This design comes from an exercise in tuning for small area on the open sky130 flow, not from production work.
Function was not checked in any run shown here: the RTL went through the layout flow alone.
Power figures rest on the tool's default switching activity, not on a simulated workload.

## flow/design.v

```verilog
`timescale 1ns/1ps
module FIFO_sync(clk,reset,wr_en,rd_en,din,dout,full,empty);
  input clk,reset;
  input wr_en,rd_en;
  input [7:0]din;
  output [7:0]dout;
  output full,empty;
  reg [7:0] dout;
  reg [4:0] count;
  reg [7:0] mem [0:15];    
  integer i;
  wire wr, rd, rd_n;
  wire [4:0] count_nxt;
  wire [15:0] sel;
  assign full = count[4];
  fifo_ctl ctl (.reset(reset), .wr_en(wr_en), .rd_en(rd_en), .c(count),
                .wr(wr), .rd(rd), .rd_n(rd_n), .empty(empty), .cn(count_nxt));
  fifo_dec dec (.rd(rd), .c(count[3:0]), .sel(sel));
  wire [7:0] rdata;
  genvar b;
  generate
    for (b = 0; b < 8; b = b + 1) begin : g_bit
      fifo_rmux m (.sel(sel), .hold(rd_n),
                   .d({mem[15][b], mem[14][b], mem[13][b], mem[12][b],
                       mem[11][b], mem[10][b], mem[9][b],  mem[8][b],
                       mem[7][b],  mem[6][b],  mem[5][b],  mem[4][b],
                       mem[3][b],  mem[2][b],  mem[1][b],  mem[0][b]}),
                   .q(dout[b]), .y(rdata[b]));
    end
  endgenerate
  always @(posedge clk)
    dout <= rdata;
  always @(posedge clk)
    count <= count_nxt;
  always @(posedge clk)
    if (wr) begin
      mem[1] <= din;
      for (i = 2; i <= 15; i = i + 1)
        mem[i] <= mem[i-1];
      mem[0] <= mem[15];
    end
endmodule
module fifo_ctl(reset, wr_en, rd_en, c, wr, rd, rd_n, empty, cn);
  input reset, wr_en, rd_en;
  input [4:0] c;
  output wr, rd, rd_n, empty;
  output [4:0] cn;
  wire z4, nwz, nt0, nt1, nt2, nt3, a2, z2, a3, z3, x4;
  wire [3:0] s;
  fifo_nor4  u_z4  (.a(c[0]), .b(c[1]), .c(c[2]), .d(c[3]), .y(z4));
  fifo_nor2b u_emp (.a(c[4]), .bn(z4), .y(empty));
  fifo_nor2b u_wr  (.a(c[4]), .bn(wr_en), .y(wr));
  fifo_nor2  u_nwz (.a(wr_en), .b(z4), .y(nwz));
  fifo_o21ai u_rdn (.a1(c[4]), .a2(nwz), .b1(rd_en), .y(rd_n));
  fifo_inv   u_rd  (.a(rd_n), .y(rd));
  fifo_nor2  u_t0  (.a(wr), .b(rd), .y(nt0));
  fifo_mux2i u_t1  (.s(c[0]), .a0(rd), .a1(wr), .y(nt1));
  fifo_and2  u_a2  (.a(c[0]), .b(c[1]), .y(a2));
  fifo_nor2  u_z2  (.a(c[0]), .b(c[1]), .y(z2));
  fifo_a22oi u_t2  (.a1(wr), .a2(a2), .b1(rd), .b2(z2), .y(nt2));
  fifo_and3  u_a3  (.a(c[0]), .b(c[1]), .c(c[2]), .y(a3));
  fifo_nor3  u_z3  (.a(c[0]), .b(c[1]), .c(c[2]), .y(z3));
  fifo_a22oi u_t3  (.a1(wr), .a2(a3), .b1(rd), .b2(z3), .y(nt3));
  fifo_xor2  u_s0  (.a(c[0]), .b(nt0), .y(s[0]));
  fifo_xor2  u_s1  (.a(c[1]), .b(nt1), .y(s[1]));
  fifo_xor2  u_s2  (.a(c[2]), .b(nt2), .y(s[2]));
  fifo_xor2  u_s3  (.a(c[3]), .b(nt3), .y(s[3]));
  fifo_nor2  u_n0  (.a(reset), .b(s[0]), .y(cn[0]));
  fifo_nor2  u_n1  (.a(reset), .b(s[1]), .y(cn[1]));
  fifo_nor2  u_n2  (.a(reset), .b(s[2]), .y(cn[2]));
  fifo_nor2  u_n3  (.a(reset), .b(s[3]), .y(cn[3]));
  fifo_a32oi u_x4  (.a1(wr), .a2(c[3]), .a3(a3), .b1(c[4]), .b2(rd_n), .y(x4));
  fifo_nor2  u_n4  (.a(reset), .b(x4), .y(cn[4]));
endmodule
module fifo_dec(rd, c, sel);
  input rd;
  input [3:0] c;
  output [15:0] sel;
  wire [3:0] nlo, nhi;
  wire z2, a2;
  fifo_nor2   u_z2 (.a(c[0]), .b(c[1]), .y(z2));
  fifo_and2   u_a2 (.a(c[0]), .b(c[1]), .y(a2));
  fifo_nand2  u_l0 (.a(rd), .b(z2), .y(nlo[0]));
  fifo_nand3b u_l1 (.an(c[1]), .b(c[0]), .c(rd), .y(nlo[1]));
  fifo_nand3b u_l2 (.an(c[0]), .b(c[1]), .c(rd), .y(nlo[2]));
  fifo_nand2  u_l3 (.a(rd), .b(a2), .y(nlo[3]));
  fifo_or2    u_h0 (.a(c[2]), .b(c[3]), .y(nhi[0]));
  fifo_nand2b u_h1 (.an(c[3]), .b(c[2]), .y(nhi[1]));
  fifo_nand2b u_h2 (.an(c[2]), .b(c[3]), .y(nhi[2]));
  fifo_nand2  u_h3 (.a(c[2]), .b(c[3]), .y(nhi[3]));
  genvar j, k;
  generate
    for (j = 0; j < 4; j = j + 1) begin : g_hi
      for (k = 0; k < 4; k = k + 1) begin : g_lo
        fifo_nor2 u_s (.a(nhi[j]), .b(nlo[k]), .y(sel[4*j+k]));
      end
    end
  endgenerate
endmodule
module fifo_rmux(sel, hold, d, q, y);
  input [15:0] sel;
  input hold;
  input [15:0] d;
  input q;
  output y;
  wire [5:0] n;
  wire m;
  fifo_a222oi g0 (.a1(sel[0]),  .a2(d[0]),  .b1(sel[1]),  .b2(d[1]),  .c1(sel[2]),  .c2(d[2]),  .y(n[0]));
  fifo_a222oi g1 (.a1(sel[3]),  .a2(d[3]),  .b1(sel[4]),  .b2(d[4]),  .c1(sel[5]),  .c2(d[5]),  .y(n[1]));
  fifo_a222oi g2 (.a1(sel[6]),  .a2(d[6]),  .b1(sel[7]),  .b2(d[7]),  .c1(sel[8]),  .c2(d[8]),  .y(n[2]));
  fifo_a222oi g3 (.a1(sel[9]),  .a2(d[9]),  .b1(sel[10]), .b2(d[10]), .c1(sel[11]), .c2(d[11]), .y(n[3]));
  fifo_a222oi g4 (.a1(sel[12]), .a2(d[12]), .b1(sel[13]), .b2(d[13]), .c1(sel[14]), .c2(d[14]), .y(n[4]));
  fifo_a22oi  g5 (.a1(sel[15]), .a2(d[15]), .b1(hold),    .b2(q),     .y(n[5]));
  fifo_and4   g6 (.a(n[0]), .b(n[1]), .c(n[2]), .d(n[3]), .y(m));
  fifo_nand3  g7 (.a(m), .b(n[4]), .c(n[5]), .y(y));
endmodule
module fifo_inv(a, y);          input a; output y; assign y = ~a; endmodule
module fifo_and2(a, b, y);      input a, b; output y; assign y = a & b; endmodule
module fifo_and3(a, b, c, y);   input a, b, c; output y; assign y = a & b & c; endmodule
module fifo_and4(a, b, c, d, y); input a, b, c, d; output y; assign y = a & b & c & d; endmodule
module fifo_or2(a, b, y);       input a, b; output y; assign y = a | b; endmodule
module fifo_nand2(a, b, y);     input a, b; output y; assign y = ~(a & b); endmodule
module fifo_nand2b(an, b, y);   input an, b; output y; assign y = ~(~an & b); endmodule
module fifo_nand3(a, b, c, y);  input a, b, c; output y; assign y = ~(a & b & c); endmodule
module fifo_nand3b(an, b, c, y); input an, b, c; output y; assign y = ~(~an & b & c); endmodule
module fifo_nor2(a, b, y);      input a, b; output y; assign y = ~(a | b); endmodule
module fifo_nor2b(a, bn, y);    input a, bn; output y; assign y = ~(a | ~bn); endmodule
module fifo_nor3(a, b, c, y);   input a, b, c; output y; assign y = ~(a | b | c); endmodule
module fifo_nor4(a, b, c, d, y); input a, b, c, d; output y; assign y = ~(a | b | c | d); endmodule
module fifo_xor2(a, b, y);      input a, b; output y; assign y = a ^ b; endmodule
module fifo_mux2i(s, a0, a1, y); input s, a0, a1; output y; assign y = ~(s ? a1 : a0); endmodule
module fifo_o21ai(a1, a2, b1, y); input a1, a2, b1; output y; assign y = ~((a1 | a2) & b1); endmodule
module fifo_a22oi(a1, a2, b1, b2, y); input a1, a2, b1, b2; output y; assign y = ~((a1 & a2) | (b1 & b2)); endmodule
module fifo_a32oi(a1, a2, a3, b1, b2, y); input a1, a2, a3, b1, b2; output y; assign y = ~((a1 & a2 & a3) | (b1 & b2)); endmodule
module fifo_a222oi(a1, a2, b1, b2, c1, c2, y); input a1, a2, b1, b2, c1, c2; output y; assign y = ~((a1 & a2) | (b1 & b2) | (c1 & c2)); endmodule
```

## flow/flow/run.sh

```bash
#!/bin/bash
# Standard layout with three changes that only affect cell sizes:
#  - port buffers are buf_1 cells;
#  - after floorplan every combinational cell is set to its smallest size
#    (repair_design later upsizes where slew or load needs it);
#  - the clock tree uses clkbuf_4 and no dummy loads.
set -euo pipefail
here=$(pwd)
bash standard.sh \
  BUFFER_PORTS_ARGS="-buffer_cell sky130_fd_sc_hd__buf_1" \
  POST_FLOORPLAN_TCL="$here/flow/downsize.tcl" \
  CTS_ARGS="-sink_clustering_enable -repair_clock_nets -dont_use_dummy_load -buf_list sky130_fd_sc_hd__clkbuf_4" \
  finish > make.log 2>&1
```

## flow/flow/downsize.tcl

```tcl
# Resize every combinational cell to the smallest drive of its own
# function; repair_design then upsizes only where slew or load demand it.
proc fifo_downsize {} {
  set n 0
  foreach inst [get_cells *] {
    set master [get_property $inst ref_name]
    if {![regexp {^(sky130_fd_sc_hd__[a-z0-9]+)_([0-9]+)$} $master -> base drive]} { continue }
    if {[regexp {^sky130_fd_sc_hd__(df|edf|sdf|tap|fill|decap|conb|clk|dly|buf|inv)} $base]} { continue }
    set best ""
    set best_area 1e9
    foreach cand [get_lib_cells */${base}_*] {
      set cn [get_property $cand name]
      if {[lsearch -exact $::env(DONT_USE_CELLS) $cn] >= 0} { continue }
      set a [get_property $cand area]
      if {$a < $best_area} { set best_area $a; set best $cand }
    }
    set cur [get_property [get_lib_cells */$master] area]
    if {$best ne "" && $best_area < $cur} {
      if {[replace_cell $inst $best]} { incr n }
    }
  }
  puts "fifo_downsize: resized $n cells"
}
fifo_downsize
```

## flow/standard.sh

```bash
#!/bin/bash
# synth_recipe.tcl (not shown) runs the flow's synth.tcl, then flattens the netlist and writes it again
# the make line also repeats each setting of config.mk as NAME=value (left out here)
make -C /OpenROAD-flow-scripts/flow DESIGN_CONFIG=/design/flow/config.mk WORK_HOME=/design/flow/orfs CLKGATE_MAP_FILE= SYNTH_SCRIPT=/design/flow/synth_recipe.tcl "${@:-finish}"
```

## flow/config.mk

```make
export PLATFORM = sky130hd
export DESIGN_NAME = FIFO_sync
export DESIGN_NICKNAME = FIFO_sync
export VERILOG_FILES = /design/flow/design.v
export SDC_FILE = /design/flow/constraint.sdc
export NUM_CORES = 4
export LEC_CHECK = 0
export CAP_MARGIN = 20
export CORE_MARGIN = 2
export CORE_UTILIZATION = 40
export SLEW_MARGIN = 20
export SYNTH_HIERARCHICAL = 1
export SYNTH_MINIMUM_KEEP_SIZE = 0
```

## flow/constraint.sdc

```tcl
create_clock -name core_clock -period 5.0 [get_ports {clk}]
set_input_delay 1.0000 -clock core_clock [delete_from_list [all_inputs] [get_ports {clk}]]
set_output_delay 1.0000 -clock core_clock [all_outputs]
set_load 0.01 [all_outputs]
```

==> results.toml, run 1 <==
[detailed_routing]
route.top_layer_used = "met4"
postRouteAntennaNets = 0
wl_per_cell_um = 21.8
vias = 2764
via_per_inst = 5.93
route.detailed.drc = 0
wl_met1_mm = 4.55
first_iter_violations = 460
wl_mm = 10.2
drtPass1Iterations = 6
wl_met2_mm = 4.32
wl_met3_um = 934

[worst_setup_path]
cp.arrival_ps = 3320
slowest_delay_ps = 860
required_ps = 5430
cp_top_family = "simple AND/OR/NAND/NOR gates"
path_buf_inv = 2
crit_slowest_cell = "nor2_1"
cp_common_cell = "nor2_1"
start_kind = "register"
path_max_fanout = 11
cp_cell_sequence = "nor4_1 > nor2_1 > o21ai_1 > buf_4 > inv_1 > nand2_1 > nor2_1 > a222oi_1 > and4_1 > nand3_1"
end_kind = "register"
path_class = "register to register"

[sta]
fin_tns_setup_ps = 0
tightestPinTransition_ps = 1090
period_minus_slack_ps = 2890
fmax_mhz = 346
rsz0062_at_grt = "no"
finalSetupViolCount = 0
max_slew_margin_pct = 26.7
timing.clock.skew_ps = 36.5
slew_viol_final = 0
hold_viol_final = 0
fin_crit_sh_pct = 57.8

[grt]
grt_pass1_vias = 2558
grt_use_total_pct = 15.9
grt_pass1_wl_mm = 15.1
antenna_found_initial = 0
grt_max_degree = 38
overflow = 0

[die]
die_x_um = 116
dieArea_um2 = 13400
coreArea_um2 = 12100
rows = 40
ios = 22
start_util_pct = 41.4
die_h_um = 116

[cts]
ctsHoldBuffers = 0
clock_path_buffers = 2
cts_sinks = 141
cts_tree = "built"
clkLatencyLatePin_ps = 510
htreeDepth = 4
cts.repair.resized = 0
postCtsSetupRepairBufs = 0
cts.clk_slew.worst_paths_ps = 120
cts_buffers = 17
cts_root_buffer = "clkbuf_4"

[power_and_ir_drop]
power.density_nw_per_um2 = 392
p_leak_nw = 1.70
ir_drop_uv = 176

[finish]
mostFrequentLayoutCell = "edfxtp_1"
layout-drive-gt1-share_pct = 7.72
area_delta_synth_final_pct = 7.69
mostFrequentLayoutCells = "128 x edfxtp_1, 40 x a222oi_1, 25 x nor2_1"
diodes = 0
final_nets = 312
final_util_pct = 44.5

[worst_hold_path]
hold_path_class = "register to register"

[place]
globalplace.congestion = 0.759
portBuffers = 21
dp_hpwl_mm = 6.00

[logic_synthesis]
synth_area_leaders = "edfxtp_1 77%, a222oi_1 8.0%, dfxtp_1 5.2%, a22oi_2 2.5%, nor2_1 1.9%"
yosysTopAreaCellShare_pct = 76.7
synth_seq_cells = 141
synth_warnings = 8
synth_cell_types = 21
synth_nets = 267
yosysSeqAreaShare_pct = 81.9
synth.avg_cell_area_um2 = 19.6
netlist_area_um2 = 5010
syn-instance-count = 255
synth_top_cell_by_area = "edfxtp_1"

[flow_run]
maxCapViolCount = 0

[status]
status = "no timing/DRC/antenna violations"
[synthesized netlist by cell type, drive strengths merged]
cell      n
nor4      1
nand3b    2
o21ai     1
inv       1
a22oi    10
nor2b     2
and3      1
nand2b    2
mux2i     1
xor2      4
edfxtp  128
and2      2
or2       1
a32oi     1
nand2     3
and4      8
a222oi   40
nand3     8
dfxtp    13
nor2     25
nor3      1
[routing by layer]
layer	up-vias	global-route usage (%)
li1	1204	-
met1	1377	23.8
met2	156	21.6
met3	27	4.45
met4	0	7.54
met5	-	0
[per-stage QoR]
stage | hold slack (ps) | worst slack, ps | total power, mW | std cells | cell area [um^2]
after floorplan | 425 | 1330 | 1.60 | 255 | 5010
after global placement | 429 | 1840 | 1.66 | 449 | 5270
after detailed placement | 432 | 1710 | 1.66 | 449 | 5270
after CTS | 411 | 2150 | 2.14 | 466 | 5400
after global routing | 433 | 1990 | 2.21 | 466 | 5400
final | 413 | 2110 | 2.11 | 466 | 5400
[area by class of cell]
cell class                      instances  area [um^2]
Inverter                                1         3.75
Multi-Input combinational cell        113          833
Timing Repair Buffer                   26          116
Tap cell                              168          210
Sequential cell                       141         4100
Fill cell                            1063         6720
Clock buffer                           17          128
[Yosys stat by module, one instance, submodules excluded, excerpt]
module	flops+latches	copies in the design
fifo_nor2	0	25
fifo_a32oi	0	1
fifo_mux2i	0	1
fifo_a222oi	0	40
fifo_nor3	0	1
fifo_and4	0	8
fifo_or2	0	1
fifo_and2	0	2
fifo_a22oi	0	10
fifo_nor2b	0	2
fifo_inv	0	1
fifo_nand3	0	8
FIFO_sync	141	1
fifo_nand2b	0	2
fifo_nor4	0	1
fifo_nand2	0	3
[final timing paths]
path	startpoint	to	slack [ps]	cells past startpoint
worst max-delay path	count[0]	dout[7]	2110	10
worst max register to register	count[0]	dout[7]	2110	10
worst min-delay path	mem[5][0]	mem[6][0]	410	0
worst min register to register	mem[5][0]	mem[6][0]	410	0
[flip-flops by register name, summed over array words and instances (netlist names)]
register	cells
mem	128
dout	8
count	5
[power by group]
part | leakage (nW) | switching [mW] | internal [mW]
clock network | 0.0782 | 0.325 | 0.156
logic | 0.262 | 0.104 | 0.0701
registers | 1.36 | 0.0647 | 1.39
[worst reg2reg max path, stage by stage, from the launching register on]
cell and delay (ps):
dfxtp_1 530, nor4_1 120, nor2_1 110, o21ai_1 80
buf_4 200, inv_1 190, nand2_1 150, nor2_1 860
a222oi_1 300, and4_1 220, nand3_1 80
[kinds of logic after synthesis]
group | synth area share [%]
flops | 81.9
simple gates | 6.34
compound gates | 10.8
xor+xnor | 0.699
mux | 0.200
buf+inv | 0.0749
==> inputs of run 2 (changes only) <==
--- a/flow/config.mk
+++ b/flow/config.mk
@@ -7,7 +7,8 @@
 export LEC_CHECK = 0
 export CAP_MARGIN = 20
 export CORE_MARGIN = 2
-export CORE_UTILIZATION = 40
+export CORE_UTILIZATION = 70
+export PLACE_DENSITY = 0.85
 export SLEW_MARGIN = 20
 export SYNTH_HIERARCHICAL = 1
 export SYNTH_MINIMUM_KEEP_SIZE = 0
==> results.toml, run 2 <==
[status]
status = "no timing/DRC/antenna violations"

[place]
dp.cells = 374
pre_cts_ws_ps = 1620
globalplace.congestion = 0.841
placed_area_um2 = 5150
portBuffers = 21
dp_hpwl_mm = 5.96

[power_and_ir_drop]
p_total_mw = 2.11
power.density_nw_per_um2 = 399
ir_drop_uv = 269
p_leak_nw = 1.69

[logic_synthesis]
synth_xor_area_share_pct = 0.699
syn-instance-count = 255
synthSimpleGateAreaFrac_pct = 6.34
synth_seq_cells = 141
synth_common_cells = "128 x edfxtp_1, 40 x a222oi_1, 25 x nor2_1"
synth_nets = 267
synth_area_leaders = "edfxtp_1 77%, a222oi_1 8.0%, dfxtp_1 5.2%, a22oi_2 2.5%, nor2_1 1.9%"
yosysMostFrequentCell = "edfxtp_1"
yosysTopAreaCellShare_pct = 76.7
synth_top_cell_by_area = "edfxtp_1"
synth_edf_count = 128
synth.avg_cell_area_um2 = 19.6
synth_top_family_by_area = "compound AO/OA/AOI/OAI gates"
synth_compound_area_share_pct = 10.8
synth_adder_area_share_pct = 0
synth_mux_area_share_pct = 0.200
synth_cell_types = 21
synth_flop_cell = "edfxtp_1"
synth_warnings = 8
netlist_area_um2 = 5010
yosysSeqAreaShare_pct = 81.9
async_flop_share_pct = 0

[detailed_routing]
drtPass1Iterations = 6
wl_mm = 8.85
route.detailed.drc = 0
first_iter_violations = 480
postRouteAntennaNets = 0
via_per_inst = 7.02
vias = 2745
wl_per_cell_um = 22.6

[finish]
largest_register = "mem"
design_area_um2 = 5280
mostFrequentLayoutCells = "128 x edfxtp_1, 40 x a222oi_1, 25 x nor2_1"
layoutNonFillerInstCount = 391
nFillCells = 370
area_delta_synth_final_pct = 5.44
mostFrequentLayoutCell = "edfxtp_1"
top_regs = "mem x128, dout x8, count x5"
final_util_pct = 76.9
layout-drive-gt1-share_pct = 6.78
final_nets = 309
diodes = 0
largest_reg_flops = 128

[die]
die_h_um = 88.6
ios = 22
die_x_um = 88.6
rows = 30
coreArea_um2 = 6870
start_util_pct = 72.9
dieArea_um2 = 7850

[grt]
antenna_found_initial = 0
grt_max_degree = 52
grt_pass1_vias = 2525
grt_pass1_wl_mm = 13.6
overflow = 0
grt_use_total_pct = 24.7

[sta]
fmax_mhz = 311
max_slew_margin_pct = 34.8
fin_crit_sh_pct = 64.4
finalSetupViolCount = 0
final.setup.worst_slack_ps = 1780
tightestPinTransition_ps = 977
period_minus_slack_ps = 3220
slew_viol_final = 0
rsz0062_at_grt = "no"
hold_viol_final = 0
fin_tns_setup_ps = 0
hold_slack_ps = 443
timing.clock.skew_ps = 33.0

[cts]
htreeDepth = 4
postCtsSetupRepairBufs = 0
cts_sinks = 141
clkLatencyLatePin_ps = 500
cts_root_buffer = "clkbuf_4"
cts_buffers = 17
cts.clk_slew.worst_paths_ps = 100
cts.repair.resized = 0
cts_tree = "built"
ctsHoldBuffers = 0
clock_path_buffers = 2

[flow_run]
maxCapViolCount = 0

[worst_setup_path]
path_max_fanout = 11
r2r_cells = 9
required_ps = 5370
end_kind = "register"
path_class = "register to register"
cp.arrival_ps = 3590
start_kind = "register"

[worst_hold_path]
min_path_cells = 0
hold_path_class = "register to register"
run 2: cell count changes in the layout (fill, tap and decap cells not counted):
cell   previous run  this run
buf_4             5         2
run 2: per-module statistics from Yosys, one instance, submodules excluded, a selection:
module | cells inside | flops+latches | copies in the design
fifo_nor2b | 1 | 0 | 2
fifo_nand3b | 1 | 0 | 2
fifo_xor2 | 1 | 0 | 4
fifo_and3 | 1 | 0 | 1
fifo_nor2 | 1 | 0 | 25
fifo_o21ai | 1 | 0 | 1
run 2: cells by family after synthesis:
logic type / count (synthesis)
and+or+nand+nor: 56
xor gates and xnor gates: 4
AOI/OAI and AO/OA: 52
buffers and inverters: 1
DFF: 141
muxes: 1
run 2: area by class of cell:
class                      count  area [um^2]  share of cell area, %
tap                           96          120                   2.27
multi-input combinational    113          833                   15.8
inverter                       1         3.75                 0.0711
clock buffer                  17          128                   2.42
timing repair buffer          23         93.8                   1.78
sequential                   141         4100                   77.7
run 2: report_power, final:
group,internal [mW],total [mW],switching (mW)
registers,1.39,1.46,0.0681
logic,0.0679,0.173,0.105
clock network,0.156,0.472,0.317
run 2: final timing paths:
path	startpoint	end	slack (ps)
max	count[0]	dout[0]	1780
max reg2reg	count[0]	dout[0]	1780
min reg2reg	mem[12][3]	mem[13][3]	440
min	mem[12][3]	mem[13][3]	440
run 2: metal layers:
| metal | up-vias | GRT usage, % | routed length, um |
|---|---|---|---|
| met5 | - | 0 | 0 |
| met4 | 0 | 7.71 | 139 |
| met3 | 19 | 8.86 | 972 |
| met2 | 195 | 35.7 | 4030 |
| met1 | 1334 | 36.3 | 3700 |
| li1 | 1197 | - | - |
run 2: critical path, cell delays in order, from the launching register on:
cell      delay (ps)
dfxtp_1          430
nor4_1           390
nor2_1            90
o21ai_1          580
inv_1            310
nand3b_1         270
nor2_1           200
a222oi_1         460
and4_1           290
nand3_1           90
==> inputs of run 3 (changes only) <==
--- a/flow/config.mk
+++ b/flow/config.mk
@@ -5,10 +5,10 @@
 export SDC_FILE = /design/flow/constraint.sdc
 export NUM_CORES = 4
 export LEC_CHECK = 0
-export CAP_MARGIN = 20
+export CAP_MARGIN = 0
 export CORE_MARGIN = 2
 export CORE_UTILIZATION = 70
 export PLACE_DENSITY = 0.85
-export SLEW_MARGIN = 20
+export SLEW_MARGIN = 0
 export SYNTH_HIERARCHICAL = 1
 export SYNTH_MINIMUM_KEEP_SIZE = 0
==> results.toml, run 3 <==
[die]
ios = 22
start_util_pct = 72.9
dieArea_um2 = 7850
rows = 30
die_x_um = 88.6
die_h_um = 88.6
coreArea_um2 = 6870

[power_and_ir_drop]
power.density_nw_per_um2 = 399
power_frac_comb_pct = 8.2
intPower_mw = 1.62
ir_drop_uv = 269
swShare_pct = 23.2
p_seq_share_pct = 69.4
pwr-share-clk_pct = 22.4
p_total_mw = 2.11
p_leak_nw = 1.69
power.switching_uw = 490

[detailed_routing]
first_iter_violations = 480
postRouteAntennaNets = 0
wl_per_cell_um = 22.6
drtPass1Iterations = 6
vias = 2745
via_per_inst = 7.02
route.detailed.drc = 0
wl_mm = 8.85

[logic_synthesis]
syn-instance-count = 255
async_flop_share_pct = 0
synth_nets = 267
synth.avg_cell_area_um2 = 19.6
synth_flop_cell = "edfxtp_1"
synth_seq_cells = 141
synth_warnings = 8
synth_cell_types = 21
netlist_area_um2 = 5010
synth_top_cell_by_area = "edfxtp_1"
synth_edf_count = 128
yosysSeqAreaShare_pct = 81.9
synth_area_leaders = "edfxtp_1 77%, a222oi_1 8.0%, dfxtp_1 5.2%, a22oi_2 2.5%, nor2_1 1.9%"
synth_common_cells = "128 x edfxtp_1, 40 x a222oi_1, 25 x nor2_1"
yosysMostFrequentCell = "edfxtp_1"
yosysTopAreaCellShare_pct = 76.7

[grt]
grt_max_degree = 52
grt_use_total_pct = 24.7
overflow = 0
grt_pass1_vias = 2525
grt_pass1_wl_mm = 13.6
antenna_found_initial = 0

[sta]
fin_crit_sh_pct = 64.4
timing.clock.skew_ps = 33.0
max_slew_margin_pct = 34.8
period_minus_slack_ps = 3220
finalSetupViolCount = 0
final.setup.worst_slack_ps = 1780
hold_viol_final = 0
fin_tns_setup_ps = 0
hold_slack_ps = 443
slew_viol_final = 0
rsz0062_at_grt = "no"
fmax_mhz = 311
tightestPinTransition_ps = 977

[cts]
cts.clk_slew.worst_paths_ps = 100
cts_tree = "built"
postCtsSetupRepairBufs = 0
cts_sinks = 141
clkLatencyLatePin_ps = 500
cts_root_buffer = "clkbuf_4"
cts_buffers = 17
cts.repair.resized = 0
clock_path_buffers = 2
htreeDepth = 4
ctsHoldBuffers = 0

[worst_setup_path]
slowest_delay_ps = 580
path_buf_inv = 1
cp_cell_sequence = "nor4_1 > nor2_1 > o21ai_1 > inv_1 > nand3b_1 > nor2_1 > a222oi_1 > and4_1 > nand3_1"
cp_top_family = "simple AND/OR/NAND/NOR gates"
cp.arrival_ps = 3590
required_ps = 5370
cp_common_cell = "nor2_1"
path_max_fanout = 11
end_kind = "register"
crit_slowest_cell = "o21ai_1"
path_class = "register to register"
start_kind = "register"

[finish]
area_delta_synth_final_pct = 5.44
final_nets = 309
diodes = 0
mostFrequentLayoutCells = "128 x edfxtp_1, 40 x a222oi_1, 25 x nor2_1"
top_regs = "mem x128, dout x8, count x5"
layoutNonFillerInstCount = 391
largest_register = "mem"
layout-drive-gt1-share_pct = 6.78
largest_reg_flops = 128
mostFrequentLayoutCell = "edfxtp_1"

[status]
status = "no timing/DRC/antenna violations"

[place]
dp.cells = 374
globalplace.congestion = 0.841
pre_cts_ws_ps = 1620
dp_hpwl_mm = 5.96
portBuffers = 21

[flow_run]
maxCapViolCount = 0

[worst_hold_path]
hold_path_class = "register to register"
==> run 3: cell counts in the layout (fill, tap and decap cells not counted) <==
Identical to the previous run, type by type.
==> run 3: cells by family after synthesis <==
family                 Yosys count  share of synthesized area, %
multiplexers                     1                         0.200
flip-flops                     141                          81.9
buffers and inverters            1                        0.0749
AO/OA/AOI/OAI                   52                          10.8
XOR/XNOR                         4                         0.699
AND/OR/NAND/NOR                 56                          6.34
==> run 3: power groups by stage <==
stage	Combinational, mW	Clock (mW)	Sequential [mW]
floorplan	0.117	0	1.48
global placement	0.165	0	1.48
detailed placement	0.172	0	1.49
CTS	0.172	0.480	1.46
global route	0.187	0.529	1.47
finish	0.173	0.472	1.46
==> run 3: metal layers <==
metal  up-vias  track usage (%)  share of wire [%]
met5         -                0                  0
met4         0             7.71                1.6
met3        19             8.86                 11
met2       195             35.7                 46
met1      1334             36.3                 42
li1       1197                -                  -
==> run 3: worst paths after layout <==
path,start,to,slack (ps),depth (start not counted)
max,count[0],dout[0],1780,9
min,mem[12][3],mem[13][3],440,0
max reg2reg,count[0],dout[0],1780,9
min reg2reg,mem[12][3],mem[13][3],440,0
==> run 3: modules after synthesis, one instance, submodules excluded, excerpt <==
module      cells  flops+latches
fifo_or2        1              0
fifo_nand2      1              0
fifo_nor4       1              0
FIFO_sync     141            141
fifo_mux2i      1              0
fifo_and3       1              0
fifo_o21ai      1              0
fifo_xor2       1              0
fifo_and4       1              0
fifo_inv        1              0
fifo_nor3       1              0
fifo_and2       1              0
==> run 3: final cells by class <==
class	instances	area [um^2]
clock buffers	17	128
fillers	370	1590
inverters	1	3.75
multi-input cells	113	833
flip-flops and latches	141	4100
well taps	96	120
repair buffers	23	93.8
==> run 3: per-stage QoR <==
step | instance area [um^2] | util, %
after detailed placement | 5150 | 75.0
after floorplan | 5010 | -
final | 5280 | 76.9
after global placement | 5150 | 75.0
after global routing | 5280 | 76.9
after CTS | 5280 | 76.9

==> re-timing with driven ports <==
No port has a modelled driver above. Below, the same layouts with a new extraction and two added sets of constraints. Step 1, drivers: a clkbuf_16 drives clk and a buf_2 each remaining input, both assumed. Step 2 adds t to the input delays and takes it off the output delays; t is the mean of the earliest and latest rising clock arrival at the registers after step 1. Input paths then give back, and output paths get back, about the clock's delay inside the block. Three values: ideal ports, drivers, drivers and shift; two values: the first two.
run | t (ns) | slack for setup (ns) | worst data-port slew with drivers (ns) | pins driven straight from the clock port
run 1 | 0.526 | 2.110 / 2.110 / 1.674 | 0.03 | 1
run 2 | 0.519 | 1.782 / 1.782 / 1.521 | 0.03 | 1
run 3 | 0.519 | 1.782 / 1.782 / 1.521 | 0.03 | 1
After both steps every run listed still meets setup and hold. The setup slack of run 1, which loses most, moves by 0.000 ns with the drivers and by -0.436 ns with both steps.
